This design comes from an exercise in tuning for small area and a short achievable clock period on the open sky130 flow, not from production work. Function was checked by simulation only, so behaviour that the tests miss may differ from the original. No activity file was given, so power comes from the tool's default toggle rates.

[flow/flow/run.sh]
#!/bin/bash
# Standard ORFS layout (the standard.sh and its synthesis script), with
# these changes to how the layout is made:
#  - full- and half-adder cells are added to the don't-use list, so Yosys
#    leaves adders as plain gates for ABC, which maps them with shorter
#    carry paths than the extracted adder cells give;
#  - timing repair aims far below the clock period: the input-to-register
#    path meets the long clock by a wide margin and would otherwise be left
#    unoptimised, though it sets the achieved period;
#  - CTS clusters up to 22 sinks, at most 50 um apart, per leaf buffer and adds no dummy loads.
# The make output goes to standard_flow.log; each ORFS step also writes its
# own log under orfs/logs/.
set -euo pipefail
bash standard.sh \
  "DONT_USE_CELLS=sky130_fd_sc_hd__probe_p_8 sky130_fd_sc_hd__probec_p_8 sky130_fd_sc_hd__lpflow_bleeder_1 sky130_fd_sc_hd__lpflow_clkbufkapwr_1 sky130_fd_sc_hd__lpflow_clkbufkapwr_16 sky130_fd_sc_hd__lpflow_clkbufkapwr_2 sky130_fd_sc_hd__lpflow_clkbufkapwr_4 sky130_fd_sc_hd__lpflow_clkbufkapwr_8 sky130_fd_sc_hd__lpflow_clkinvkapwr_1 sky130_fd_sc_hd__lpflow_clkinvkapwr_16 sky130_fd_sc_hd__lpflow_clkinvkapwr_2 sky130_fd_sc_hd__lpflow_clkinvkapwr_4 sky130_fd_sc_hd__lpflow_clkinvkapwr_8 sky130_fd_sc_hd__lpflow_decapkapwr_12 sky130_fd_sc_hd__lpflow_decapkapwr_3 sky130_fd_sc_hd__lpflow_decapkapwr_4 sky130_fd_sc_hd__lpflow_decapkapwr_6 sky130_fd_sc_hd__lpflow_decapkapwr_8 sky130_fd_sc_hd__lpflow_inputiso0n_1 sky130_fd_sc_hd__lpflow_inputiso0p_1 sky130_fd_sc_hd__lpflow_inputiso1n_1 sky130_fd_sc_hd__lpflow_inputiso1p_1 sky130_fd_sc_hd__lpflow_inputisolatch_1 sky130_fd_sc_hd__lpflow_isobufsrc_1 sky130_fd_sc_hd__lpflow_isobufsrc_16 sky130_fd_sc_hd__lpflow_isobufsrc_2 sky130_fd_sc_hd__lpflow_isobufsrc_4 sky130_fd_sc_hd__lpflow_isobufsrc_8 sky130_fd_sc_hd__lpflow_isobufsrckapwr_16 sky130_fd_sc_hd__lpflow_lsbuf_lh_hl_isowell_tap_1 sky130_fd_sc_hd__lpflow_lsbuf_lh_hl_isowell_tap_2 sky130_fd_sc_hd__lpflow_lsbuf_lh_hl_isowell_tap_4 sky130_fd_sc_hd__lpflow_lsbuf_lh_isowell_4 sky130_fd_sc_hd__lpflow_lsbuf_lh_isowell_tap_1 sky130_fd_sc_hd__lpflow_lsbuf_lh_isowell_tap_2 sky130_fd_sc_hd__lpflow_lsbuf_lh_isowell_tap_4 sky130_fd_sc_hd__fa_1 sky130_fd_sc_hd__fa_2 sky130_fd_sc_hd__fa_4 sky130_fd_sc_hd__ha_1 sky130_fd_sc_hd__ha_2 sky130_fd_sc_hd__ha_4" \
  SETUP_SLACK_MARGIN=45 \
  "CTS_ARGS=-sink_clustering_enable -repair_clock_nets -sink_clustering_size 22 -sink_clustering_max_diameter 50 -dont_use_dummy_load" \
  finish > standard_flow.log 2>&1
[flow/standard.sh]
#!/bin/bash
# synth_recipe.tcl (not shown) runs the flow's synth.tcl, then flattens the netlist and writes it again
# the make line also repeats each setting of config.mk as NAME=value (left out here)
make -C /OpenROAD-flow-scripts/flow DESIGN_CONFIG=/design/flow/config.mk WORK_HOME=/design/flow/orfs CLKGATE_MAP_FILE= SYNTH_SCRIPT=/design/flow/synth_recipe.tcl "${@:-finish}"
[flow/config.mk]
export PLATFORM = sky130hd
export DESIGN_NAME = morph_top_multiscale
export DESIGN_NICKNAME = morph_top_multiscale
export VERILOG_FILES = /design/flow/design.v
export SDC_FILE = /design/flow/constraint.sdc
export NUM_CORES = 4
export LEC_CHECK = 0
export ABC_AREA = 1
export CAP_MARGIN = 20
export CORE_MARGIN = 2
export CORE_UTILIZATION = 60
export SLEW_MARGIN = 20
export SYNTH_HIERARCHICAL = 1
export SYNTH_MINIMUM_KEEP_SIZE = 0
[flow/constraint.sdc]
create_clock -name core_clock -period 58.0 [get_ports {clk}]
set_input_delay 11.6000 -clock core_clock [delete_from_list [all_inputs] [get_ports {clk}]]
set_output_delay 11.6000 -clock core_clock [all_outputs]
set_load 0.01 [all_outputs]
[flow/design.v]
module morph_edge_sel(
    input  wire [7:0] pixel,
    input  wire [7:0] dilate,
    input  wire [7:0] erode,
    input  wire [7:0] half,
    input  wire [8:0] k1,         
    input  wire [8:0] k2,         
    input  wire [8:0] k3,         
    input  wire [8:0] k4,         
    output wire [7:0] edge_out
);
    wire below = (pixel <= erode);
    wire above = (pixel >= dilate);
    wire lower = (pixel <= half);
    wire r1 = below;
    wire r4 = !below && above;
    wire r2 = !below && !above && lower;
    wire r3 = !below && !above && !lower;
    wire [8:0] pa = ~{1'b0, pixel}, pb = ~{2'b00, pixel[7:1]};
    wire [8:0] x1 = k1 ^ pa ^ pb;
    wire [8:0] y1 = (k1 & pa) | (k1 & pb) | (pa & pb);
    wire [8:0] s1 = x1 + {y1[7:0], !(pixel[0] & !dilate[0])};
    wire [8:0] s2 = k2 - pixel;
    wire [8:0] s3 = pixel - k3;
    wire [8:0] pc = {2'b00, pixel[7:1]}, nk4 = ~k4;
    wire [8:0] x4 = {1'b0, pixel} ^ pc ^ nk4;
    wire [8:0] y4 = ({1'b0, pixel} & pc) | ({1'b0, pixel} & nk4) | (pc & nk4);
    wire [8:0] s4 = x4 + {y4[7:0], pixel[0] & erode[0]};
    wire [7:0] t1 = s1[7:0] | {8{s1[8]}};
    wire [7:0] t2 = s2[7:0] | {8{s2[8]}};
    wire [7:0] t3 = s3[7:0] | {8{s3[8]}};
    wire [7:0] t4 = s4[7:0] | {8{s4[8]}};
    assign edge_out = ({8{r1}} & t1) | ({8{r2}} & t2) | ({8{r3}} & t3) | ({8{r4}} & t4);
endmodule
module morph_fuse(
    input  wire [7:0]  pixel,
    input  wire [7:0]  dil3, ero3, half3,
    input  wire [8:0]  k13, k23, k33, k43,
    input  wire [7:0]  dil5, ero5, half5,
    input  wire [8:0]  k15, k25, k35, k45,
    input  wire        en,            
    output wire [7:0]  fused
);
    wire [7:0] e3, e5;
    morph_edge_sel u_s3 (.pixel(pixel), .dilate(dil3), .erode(ero3), .half(half3),
        .k1(k13), .k2(k23), .k3(k33), .k4(k43), .edge_out(e3));
    morph_edge_sel u_s5 (.pixel(pixel), .dilate(dil5), .erode(ero5), .half(half5),
        .k1(k15), .k2(k25), .k3(k35), .k4(k45), .edge_out(e5));
    wire [8:0] sum = e3 + e5;
    assign fused = sum[8:1] & {8{en}};
endmodule
module morph_top_multiscale #(
    parameter IMG_W = 256
)(
    input  wire        clk,
    input  wire        rst,
    input  wire [7:0]  pixel_in,
    output reg  [7:0]  pixel_out
);
    localparam N = 3*IMG_W + 4;           
    reg [8*N-1:0] sr;
    always @(posedge clk)
        sr <= {sr[8*N-9:0], pixel_in};
    function gt(input [7:0] a, input [7:0] b);
        integer i;
        begin
            gt = 1'b0;
            for (i = 0; i < 8; i = i + 1)
                gt = (a[i] & !b[i]) | ((a[i] | !b[i]) & gt);
        end
    endfunction
    function [7:0] mx(input [7:0] a, input [7:0] b);
        mx = gt(a, b) ? a : b;
    endfunction
    function [7:0] mn(input [7:0] a, input [7:0] b);
        mn = gt(a, b) ? b : a;
    endfunction
    function [15:0] srt(input [7:0] a, input [7:0] b);
        srt = gt(a, b) ? {a, b} : {b, a};
    endfunction
    wire [15:0] q1 = srt(sr[8*1-1 -: 8], sr[8*(IMG_W+1)-1 -: 8]);
    wire [15:0] q2 = srt(sr[8*2-1 -: 8], sr[8*(IMG_W+2)-1 -: 8]);
    wire [15:0] q3 = srt(sr[8*3-1 -: 8], sr[8*(IMG_W+3)-1 -: 8]);
    wire [15:0] q4 = srt(sr[8*4-1 -: 8], sr[8*(IMG_W+4)-1 -: 8]);
    wire [15:0] q5 = srt(sr[8*(2*IMG_W)-1 -: 8], sr[8*(3*IMG_W)-1 -: 8]);
    wire [15:0] q6 = srt(sr[8*(2*IMG_W+1)-1 -: 8], sr[8*(3*IMG_W+1)-1 -: 8]);
    wire [15:0] q7 = srt(sr[8*(2*IMG_W+2)-1 -: 8], sr[8*(3*IMG_W+2)-1 -: 8]);
    wire [15:0] q8 = srt(sr[8*(2*IMG_W+3)-1 -: 8], sr[8*(3*IMG_W+3)-1 -: 8]);
    wire [15:0] q9 = srt(sr[8*(2*IMG_W+4)-1 -: 8], sr[8*(3*IMG_W+4)-1 -: 8]);
    wire [7:0] r3max = mx(mx(q1[15:8], q2[15:8]), sr[8*(IMG_W)-1 -: 8]);
    wire [7:0] r3min = mn(mn(q1[7:0], q2[7:0]), sr[8*(IMG_W)-1 -: 8]);
    wire [7:0] r5max = mx(mx(mx(r3max, q3[15:8]), mx(q4[15:8], q5[15:8])),
                          mx(mx(q6[15:8], q7[15:8]), mx(q8[15:8], q9[15:8])));
    wire [7:0] r5min = mn(mn(mn(r3min, q3[7:0]), mn(q4[7:0], q5[7:0])),
                          mn(mn(q6[7:0], q7[7:0]), mn(q8[7:0], q9[7:0])));
    reg [7:0] r3max_q, r3min_q, r5max_q, r5min_q;
    always @(posedge clk) begin
        r3max_q <= r3max;
        r3min_q <= r3min;
        r5max_q <= r5max;
        r5min_q <= r5min;
    end
    wire [7:0] x1 = sr[7:0];
    wire [7:0] dil3 = mx(x1, r3max_q);
    wire [7:0] ero3 = mn(x1, r3min_q);
    wire [7:0] dil5 = mx(x1, r5max_q);
    wire [7:0] ero5 = mn(x1, r5min_q);
    wire [8:0] sum3 = dil3 + ero3, sum5 = dil5 + ero5;
    wire [7:0] half3 = sum3[8:1], half5 = sum5[8:1];
    wire [8:0] k13 = dil3 + dil3[7:1] + 9'd1,      k15 = dil5 + dil5[7:1] + 9'd1;
    wire [8:0] k23 = dil3 - ero3 + half3,           k25 = dil5 - ero5 + half5;
    wire [8:0] k33 = {ero3, 1'b0} - half3,          k35 = {ero5, 1'b0} - half5;
    wire [8:0] k43 = ero3 + ero3[7:1] - !ero3[0],   k45 = ero5 + ero5[7:1] - !ero5[0];
    reg [10:0] cnt;
    wire       valid = (cnt == 11'd1281);
    wire [7:0] edge_fused;
    morph_fuse u_fuse (.pixel(pixel_in),
        .dil3(dil3), .ero3(ero3), .half3(half3), .k13(k13), .k23(k23), .k33(k33), .k43(k43),
        .dil5(dil5), .ero5(ero5), .half5(half5), .k15(k15), .k25(k25), .k35(k35), .k45(k45),
        .en(valid && !rst), .fused(edge_fused));
    always @(posedge clk) begin
        if (rst)
            cnt <= 11'd0;
        else if (!valid)
            cnt <= cnt + 11'd1;
        pixel_out <= edge_fused;
    end
endmodule
==> out/metrics.yaml, run 1 <==
run_status:
  outcome: "finished clean"
synthesis:
  synth.cell_area_sq_mm: 0.142
  netlist_instances: 9887
  yosys_warnings: 7
  synth_nets: 9897
  synth_top_area_share_pct: 87.9
  syn_area_per_cell_sq_um: 14.3
  synthDominantAreaCellType: "dfxtp_1"
  ys_async_sr_fraction_pct: 0
  ys_seq_area_share_pct: 87.9
  yosysMostFrequentCell: "dfxtp_1"
  synth_edf_count: 0
  synth-seq-cells: 6227
  synthTopCellsByCount: "6,227 x dfxtp_1, 1,411 x nand2_1, 603 x inv_1"
  synthDistinctLibCells: 55
  synth-main-ff-cell: "dfxtp_1"
  synth_area_leaders: "dfxtp_1 88%, nand2_1 3.7%, inv_1 1.6%"
setup_path:
  crit_buf_inv: 4
  cp_common_cell: "nand2_1"
  cp_top_family: "simple AND/OR/NAND/NOR gates"
  arrival_ns: 14.10
  worstPathCellList: "buf_16 -> buf_16 -> inv_16 -> nand2_8 -> nand2_4 -> nand2_4 -> nand3_2 -> buf_4 -> nand2_1 -> nand2_1 -> a21oi_1 -> nand3b_1 -> nand2_1 -> nand2_1 -> nand2_1 -> nand3_4 -> xnor2_4 -> o21ai_1 -> nor2_1 -> a21boi_1"
  slowest_stage: "a21oi_1"
  start_kind: "input pin"
  crit_required_ns: 58.74
  slowest_delay_ns: 0.29
  end_kind: "register"
  crit_fanout: 8
  path_class: "input pin to register"
sta:
  rsz0062_at_grt: "yes"
  post-route-period-util_pct: 23.0
  tightest_slew_ns: 0.961
  tns_ns: 0
  fmax_mhz: 74.8
  layout_setup_ws_ns: 44.63
  setup-violations-final: 0
  fin_crit_ns: 13.37
  max_slew_margin_pct: 35.3
  timing.final.max_slew_violations: 0
  finalClockSkew_ns: 0.115
  finalHoldViolCount: 0
clock_network:
  cts_root_buf: "clkbuf_16"
  cts_htree_levels: 5
  insertion_delay_ns: 0.98
  cts_buffers: 381
  cts.clk_slew.worst_paths_ns: 0.08
  cts_hold_buf: 0
  cts_tree: "yes"
  ctsLongestPathBuffers: 4
  clock_sinks: 6227
grt:
  grt_max_degree: 29
  grt_first_pass_wirelength_um: 376000
  grt.total_usage_pct: 20.0
  grt-ovfl-total: 0
  grt_pass1_vias: 64900
  antenna_found_initial: 4
die:
  die_area_sq_mm: 0.240
  rows: 178
  die_h_um: 490
  io_pins: 18
  core_area_sq_mm: 0.235
  fp.dieW_um: 490
  initial_utilization_pct: 60.3
route:
  routedWlPerCell_um: 17.6
  routed_via_density: 4.56
  drt_iter0_markers: 3316
  dr_total_vias: 61700
  postRouteWirelength_um: 237000
  first_pass_iters: 6
  ant_nets: 0
  drc: 0
power_and_ir_drop:
  power_density_mw_per_mm2: 55.6
  p_leak_nw: 65.1
  vdd_drop_max_mv: 0.0412
layout:
  area_growth_pct: 11.5
  multi_input_area_sq_mm: 0.0157
  drive_above_1_share_pct: 10.7
  fillers: 15400
  stdcell_count: 13500
  seq_area_sq_mm: 0.125
  nNetsFinal: 10400
worst_hold_path:
  holdCritPathClass: "register to register"
place:
  gp_congestion: 0.845
  dp_hpwl_um: 126000
  pre_cts_slack_ns: 42.92
  numPortBuffers: 17
  dp_cells: 13000
job:
  cap_violations: 0
==> final timing paths <==
path | startpoint | end | slack [ns] | cells past startpoint
max | pixel_in[4] | pixel_out[7]$_DFF_P_ | 44.63 | 20
min | sr[3590]$_DFF_P_ | sr[3598]$_DFF_P_ | 0.24 | 0
min reg2reg | sr[3590]$_DFF_P_ | sr[3598]$_DFF_P_ | 0.24 | 0
max reg2reg | sr[0]$_DFF_P_ | pixel_out[2]$_DFF_P_ | 49.31 | 50
==> logic make-up after synthesis <==
family | after synthesis | synth area share (%)
adder cells (fa/ha/maj) | 5 | 0.0353
AND/OR/NAND/NOR | 2191 | 6.66
AO/OA/AOI/OAI | 616 | 2.51
buffers and inverters | 724 | 2.08
flip-flops | 6227 | 87.9
XOR/XNOR | 124 | 0.792
==> power breakdown <==
| part | switching (W) | internal (W) | total (W) |
|---|---|---|---|
| Clock | 0.00127 | 0.00116 | 0.00243 |
| Sequential | 0.0000102 | 0.00429 | 0.00430 |
| Combinational | 0.00136 | 0.000709 | 0.00206 |
| Total | 0.00263 | 0.00616 | 0.00879 |
==> through the flow <==
| stage | hold WS (ns) | total power [W] | util, % | area, sq um |
|---|---|---|---|---|
| floorplan | 0.310 | 0.00563 | - | 142000 |
| global placement | 0.310 | 0.00613 | 62.1 | 146000 |
| detailed placement | 0.312 | 0.00611 | 62.1 | 146000 |
| CTS | 0.240 | 0.00874 | 67.0 | 158000 |
| global route | 0.243 | 0.00923 | 67.2 | 158000 |
| finish | 0.241 | 0.00879 | 67.2 | 158000 |
==> Yosys stat by module (local to each module, per instance) <==
| module | cells | times used | flip-flops and latches | area (sq um) |
|---|---|---|---|---|
| morph_top_multiscale | 8429 | 1 | 6227 | 135000 |
| morph_edge_sel | 679 | 2 | 0 | 3280 |
| morph_fuse | 100 | 1 | 0 | 472 |
==> area by class of cell <==
class / instances / area share [%]
well taps: 3150 / 2.49
repair inverters: 2 / 0.0111
multi-input cells: 2936 / 9.93
flip-flops and latches: 6227 / 78.8
repair buffers: 150 / 1.02
diodes: 5 / 0.00791
clock buffers: 381 / 6.03
inverters: 664 / 1.69
==> cells in the final DEF (no fill, tap or decap), types with 9 or more instances in the layout <==
| cell | netlist | routed |
|---|---|---|
| a21oi_1 | 86 | 74 |
| a21oi_2 | 7 | 16 |
| a31oi_1 | 12 | 9 |
| buf_12 | 0 | 11 |
| buf_16 | 0 | 10 |
| buf_4 | 8 | 106 |
| clkbuf_16 | 0 | 382 |
| dfxtp_1 | 6227 | 6225 |
| inv_1 | 603 | 584 |
| inv_2 | 42 | 55 |
| nand2_1 | 1411 | 1267 |
| nand2_2 | 111 | 202 |
| nand2_4 | 19 | 61 |
| nand2_8 | 0 | 11 |
| nand3_1 | 276 | 235 |
| nand3_2 | 17 | 44 |
| nand3_4 | 1 | 15 |
| nand3b_1 | 10 | 10 |
| nand4_1 | 12 | 12 |
| nor2_1 | 245 | 218 |
| nor2_2 | 24 | 34 |
| nor2_4 | 9 | 26 |
| nor3_1 | 15 | 13 |
| o211ai_1 | 21 | 21 |
| o21ai_0 | 287 | 268 |
| o21ai_1 | 57 | 66 |
| o21ai_2 | 20 | 26 |
| o221ai_1 | 38 | 38 |
| o22ai_1 | 52 | 51 |
| or2_2 | 21 | 21 |
| xnor2_1 | 50 | 49 |
| xor2_1 | 72 | 60 |
| xor2_2 | 0 | 11 |
==> per-layer routing <==
layer  vias up  GRT usage, %  part of all wire [%]
met5         -             0                     0
met4         0          5.49                   2.7
met3       420          2.66                   3.1
met2       903          33.2                    47
met1     29100          27.7                    47
li1      31300             -                     -
==> flip-flops by register name (all words and copies together) (netlist names) <==
name and cells:
sr 6176, cnt 11, pixel_out 8, r3max_q 8, r3min_q 8, r5max_q 8, r5min_q 8
==> what timing repair did <==
| action | in CTS | in global routing |
|---|---|---|
| gates cloned | 12 | 1 |
| buffers inserted | 69 | 14 |
| pin swaps | 128 | 85 |
| gates resized for setup | 387 | 137 |
| setup endpoints to repair | 16 | 9 |
==> inputs of run 2 (changes only) <==
--- a/flow/flow/run.sh
+++ b/flow/flow/run.sh
@@ -13,6 +13,6 @@
 set -euo pipefail
 bash standard.sh \
   "DONT_USE_CELLS=sky130_fd_sc_hd__probe_p_8 sky130_fd_sc_hd__probec_p_8 sky130_fd_sc_hd__lpflow_bleeder_1 sky130_fd_sc_hd__lpflow_clkbufkapwr_1 sky130_fd_sc_hd__lpflow_clkbufkapwr_16 sky130_fd_sc_hd__lpflow_clkbufkapwr_2 sky130_fd_sc_hd__lpflow_clkbufkapwr_4 sky130_fd_sc_hd__lpflow_clkbufkapwr_8 sky130_fd_sc_hd__lpflow_clkinvkapwr_1 sky130_fd_sc_hd__lpflow_clkinvkapwr_16 sky130_fd_sc_hd__lpflow_clkinvkapwr_2 sky130_fd_sc_hd__lpflow_clkinvkapwr_4 sky130_fd_sc_hd__lpflow_clkinvkapwr_8 sky130_fd_sc_hd__lpflow_decapkapwr_12 sky130_fd_sc_hd__lpflow_decapkapwr_3 sky130_fd_sc_hd__lpflow_decapkapwr_4 sky130_fd_sc_hd__lpflow_decapkapwr_6 sky130_fd_sc_hd__lpflow_decapkapwr_8 sky130_fd_sc_hd__lpflow_inputiso0n_1 sky130_fd_sc_hd__lpflow_inputiso0p_1 sky130_fd_sc_hd__lpflow_inputiso1n_1 sky130_fd_sc_hd__lpflow_inputiso1p_1 sky130_fd_sc_hd__lpflow_inputisolatch_1 sky130_fd_sc_hd__lpflow_isobufsrc_1 sky130_fd_sc_hd__lpflow_isobufsrc_16 sky130_fd_sc_hd__lpflow_isobufsrc_2 sky130_fd_sc_hd__lpflow_isobufsrc_4 sky130_fd_sc_hd__lpflow_isobufsrc_8 sky130_fd_sc_hd__lpflow_isobufsrckapwr_16 sky130_fd_sc_hd__lpflow_lsbuf_lh_hl_isowell_tap_1 sky130_fd_sc_hd__lpflow_lsbuf_lh_hl_isowell_tap_2 sky130_fd_sc_hd__lpflow_lsbuf_lh_hl_isowell_tap_4 sky130_fd_sc_hd__lpflow_lsbuf_lh_isowell_4 sky130_fd_sc_hd__lpflow_lsbuf_lh_isowell_tap_1 sky130_fd_sc_hd__lpflow_lsbuf_lh_isowell_tap_2 sky130_fd_sc_hd__lpflow_lsbuf_lh_isowell_tap_4 sky130_fd_sc_hd__fa_1 sky130_fd_sc_hd__fa_2 sky130_fd_sc_hd__fa_4 sky130_fd_sc_hd__ha_1 sky130_fd_sc_hd__ha_2 sky130_fd_sc_hd__ha_4" \
-  SETUP_SLACK_MARGIN=45 \
+  SETUP_SLACK_MARGIN=48 \
   "CTS_ARGS=-sink_clustering_enable -repair_clock_nets -sink_clustering_size 22 -sink_clustering_max_diameter 50 -dont_use_dummy_load" \
   finish > standard_flow.log 2>&1
==> run 2 against run 1 <==
Still clean on timing, DRC and antenna. Worst hold slack got worse by 0.010 ns. Design area decreased by 0.43%. Clock-buffer cell count unchanged. First-iteration DRC count increased by 3.5%. Worst setup slack got worse by 0.088 ns. Combinational power decreased by 7%. Utilization decreased by 0.29 points. Clock power about the same.
==> out/metrics.yaml, run 2 <==
synthesis:
  ys_async_sr_fraction_pct: 0  # unchanged
  synthAdderAreaFrac_pct: 0.0353  # unchanged
  synth_nets: 9897  # unchanged
  synth_edf_count: 0  # unchanged
  synthSimpleGateAreaFrac_pct: 6.66  # unchanged
  syn_area_per_cell_sq_um: 14.3  # unchanged
  synth.cell_area_sq_mm: 0.142  # unchanged
  synth-compound-area-share_pct: 2.51  # unchanged
  synth_top_family_by_area: "simple AND/OR/NAND/NOR gates"
  synth_mux_area_share_pct: 0  # unchanged
  synth_top_area_share_pct: 87.9  # unchanged
  synthDistinctLibCells: 55  # unchanged
  ys_seq_area_share_pct: 87.9  # unchanged
  synth_xor_area_share_pct: 0.792  # unchanged
  synthDominantAreaCellType: "dfxtp_1"
  synthTopCellsByCount: "6,227 x dfxtp_1, 1,411 x nand2_1, 603 x inv_1"
  yosys_warnings: 7  # unchanged
  yosysMostFrequentCell: "dfxtp_1"
  synth_area_leaders: "dfxtp_1 88%, nand2_1 3.7%, inv_1 1.6%"
  synth-main-ff-cell: "dfxtp_1"
  synth-seq-cells: 6227  # unchanged
  netlist_instances: 9887  # unchanged
route:
  postRouteWirelength_um: 239000  # +0.51%
  ant_nets: 0  # unchanged
  drt_iter0_markers: 3431  # +3.5%
  dr_total_vias: 61200  # -0.72%
  routed_via_density: 4.54  # -0.43%
  drc: 0  # unchanged
  routedWlPerCell_um: 17.7  # +0.80%
  first_pass_iters: 5  # -1
setup_path:
  crit_fanout: 8  # unchanged
  worstPathCellList: "buf_12 -> buf_16 -> buf_6 -> inv_6 -> nand2_2 -> nand2_1 -> nor3_2 -> nand4_1 -> nand3_4 -> nor2_4 -> nand2_1 -> nand2_1 -> inv_1 -> nand3_4 -> nor2_4 -> inv_1 -> nand2_2 -> nor2_2 -> nor2_2 -> nand3_2 -> nand2_1 -> nor2_1"
  arrival_ns: 14.17  # +0.07 ns
  cp_common_cell: "nand2_1"
  end_kind: "register"
  start_kind: "input pin"
  path_class: "input pin to register"
  slowest_stage: "nand4_1"
  crit_required_ns: 58.72  # -0.02 ns
  slowest_delay_ns: 0.35  # +0.06 ns
grt:
  grt.total_usage_pct: 20.1  # +0.071 points
  grt_pass1_vias: 64800  # -0.14%
  grt_first_pass_wirelength_um: 377000  # +0.39%
  grt_max_degree: 29  # unchanged
  grt-ovfl-total: 0  # unchanged
  antenna_found_initial: 16  # +12
layout:
  final_area_sq_mm: 0.157  # -0.43%
  nNetsFinal: 10300  # -0.38%
  multi_input_area_sq_mm: 0.0153  # -2.5%
  post-route-util_pct: 67.0  # -0.29 points
  regMostFlops: "sr"
  fillers: 15400  # -0.19%
  stdcell_count: 13500  # -0.29%
  largest_reg_flops: 6176  # unchanged
  drive_above_1_share_pct: 9.76  # -0.91 points
  layout_common_cells: "6,220 x dfxtp_1, 1,305 x nand2_1, 588 x inv_1"
  top_regs: "sr: 6176 flops, cnt: 11 flops"
  seq_area_sq_mm: 0.125  # about the same
  area_growth_pct: 11.1
  final_common_cell: "dfxtp_1"
die:
  die_area_sq_mm: 0.240  # unchanged
  io_pins: 18  # unchanged
  fp.dieW_um: 490  # unchanged
  die_h_um: 490  # unchanged
  core_area_sq_mm: 0.235  # unchanged
  initial_utilization_pct: 60.3  # unchanged
  rows: 178  # unchanged
clock_network:
  cts_root_buf: "clkbuf_16"
  clock_sinks: 6227  # unchanged
  ctsLongestPathBuffers: 4  # unchanged
  cts_tree: "yes"
  cts.clk_slew.worst_paths_ns: 0.07  # about the same
  cts_buffers: 381  # unchanged
  cts_hold_buf: 0  # unchanged
  cts_htree_levels: 5  # unchanged
  insertion_delay_ns: 0.96  # -0.02 ns
sta:
  setup-violations-final: 0  # unchanged
  post-route-period-util_pct: 23.2  # +0.15 points
  tns_ns: 0  # unchanged
  timing.final.max_slew_violations: 0  # unchanged
  finalHoldViolCount: 0  # unchanged
  rsz0062_at_grt: "yes"
  fin_crit_ns: 13.45  # +0.0881 ns
  finalClockSkew_ns: 0.115  # -0.000126 ns
  max_slew_margin_pct: 25.8  # -9.5 points
  tightest_slew_ns: 1.10  # +0.141 ns
  fmax_mhz: 74.3  # -0.65%
place:
  numPortBuffers: 17  # unchanged
  gp_congestion: 0.858  # +1.6%
  dp_hpwl_um: 122000  # -2.9%
  dp_cells: 13000  # -0.15%
  place_area_sq_mm: 0.146  # about the same
worst_hold_path:
  holdCritPathClass: "register to register"
job:
  cap_violations: 0  # unchanged
power_and_ir_drop:
  vdd_drop_max_mv: 0.0513  # +24%
  power_w: 0.00867  # -1.5%
  power_density_mw_per_mm2: 55.0  # -1.0%
  p_leak_nw: 64.8  # -0.49%
run_status:
  outcome: "finished clean"
-- run 2: what timing repair did --
action                                  4_1_cts  5_1_grt
buffers inserted                             44       20
cloned                                        8        4
pin swaps                                    53       51
endpoints found under the setup margin       35       35
gates resized for setup                     283      127
-- run 2: through the flow --
| stage | setup WS (ns) | hold slack, ns |
|---|---|---|
| global route | 44.42 | 0.218 |
| global placement | 42.80 | 0.310 |
| detailed placement | 42.83 | 0.312 |
| floorplan | 44.40 | 0.310 |
| CTS | 44.65 | 0.231 |
| finish | 44.55 | 0.231 |
-- run 2: cell type report --
| cell class | instances | share of cell area [%] |
|---|---|---|
| antenna | 5 | 0.00795 |
| clock buffer | 381 | 6.05 |
| inverter | 664 | 1.65 |
| multi-input combinational | 2936 | 9.72 |
| sequential | 6227 | 79.2 |
| tap | 3150 | 2.50 |
| timing repair buffer | 112 | 0.877 |
| timing repair inverter | 1 | 0.00556 |
-- run 2: final timing paths --
kind	cells past startpoint	to	slack, ns	startpoint
worst max-delay path	22	pixel_out[6]$_DFF_P_	44.55	pixel_in[3]
worst min-delay path	0	sr[351]$_DFF_P_	0.23	sr[343]$_DFF_P_
worst max register to register	51	pixel_out[6]$_DFF_P_	48.84	sr[0]$_DFF_P_
worst min register to register	0	sr[351]$_DFF_P_	0.23	sr[343]$_DFF_P_
-- run 2: layer usage --
| layer | track usage (%) | vias up | wire length [um] |
|---|---|---|---|
| met1 | 29.1 | 28800 | 117000 |
| met3 | 2.70 | 393 | 7070 |
| met5 | 0 | - | 7 |
| li1 | - | 31200 | - |
| met4 | 5.44 | 2 | 5880 |
| met2 | 31.9 | 830 | 109000 |
-- run 2: kinds of logic after synthesis --
| family | Yosys count |
|---|---|
| buffers and inverters | 724 |
| and+or+nand+nor | 2191 |
| adders and majority gates | 5 |
| xor gates and xnor gates | 124 |
| AOI/OAI and AO/OA | 616 |
| DFF | 6227 |
-- run 2: power breakdown --
part,internal [W],leakage [nW],switching [W]
clock,0.00116,4.70,0.00128
combinational,0.000629,9.78,0.00129
sequential,0.00429,50.3,0.0000126
-- run 2: modules after synthesis, one instance, submodules excluded --
module / times used / cells
morph_fuse: 1 / 100
morph_top_multiscale: 1 / 8429
morph_edge_sel: 2 / 679
-- run 2: critical path: cells and delay by family --
family / cells / cell delay (ns)
buffers and inverters: 6 / 0.65
and+or+nand+nor: 16 / 1.80

afterwards: timing with drivers on the ports:
How much do the figures lean on ideal ports? The routed layouts below were timed once more, with nothing changed but the port constraints.
Step 1 assumes that a clkbuf_16 drives the clock port and a buf_2 every other input.
Step 2 moves the port delays by t, midway between the first and last clock arrival at a register: inputs arrive t later, outputs are due t later. That takes back most of the time a late clock gives input paths.
a / b / c = ideal / step 1 / step 2; a / b = the first two.
| run | t, ns | setup WS [ns] | worst setup path after step 2 | worst register clock-pin slew, ns | pins driven straight from the clock port |
|---|---|---|---|---|---|
| run 1 | 1.010 | 44.633 / 44.631 / 43.621 | input to register | 0.12 / 0.12 | 1 |
| run 2 | 0.997 | 44.545 / 44.475 / 43.478 | input to register | 0.12 / 0.12 | 1 |
After both steps setup and hold are still met in every run listed. For run 2, which loses most, drivers alone change the setup slack by -0.070 ns; drivers and shift together by -1.067 ns.
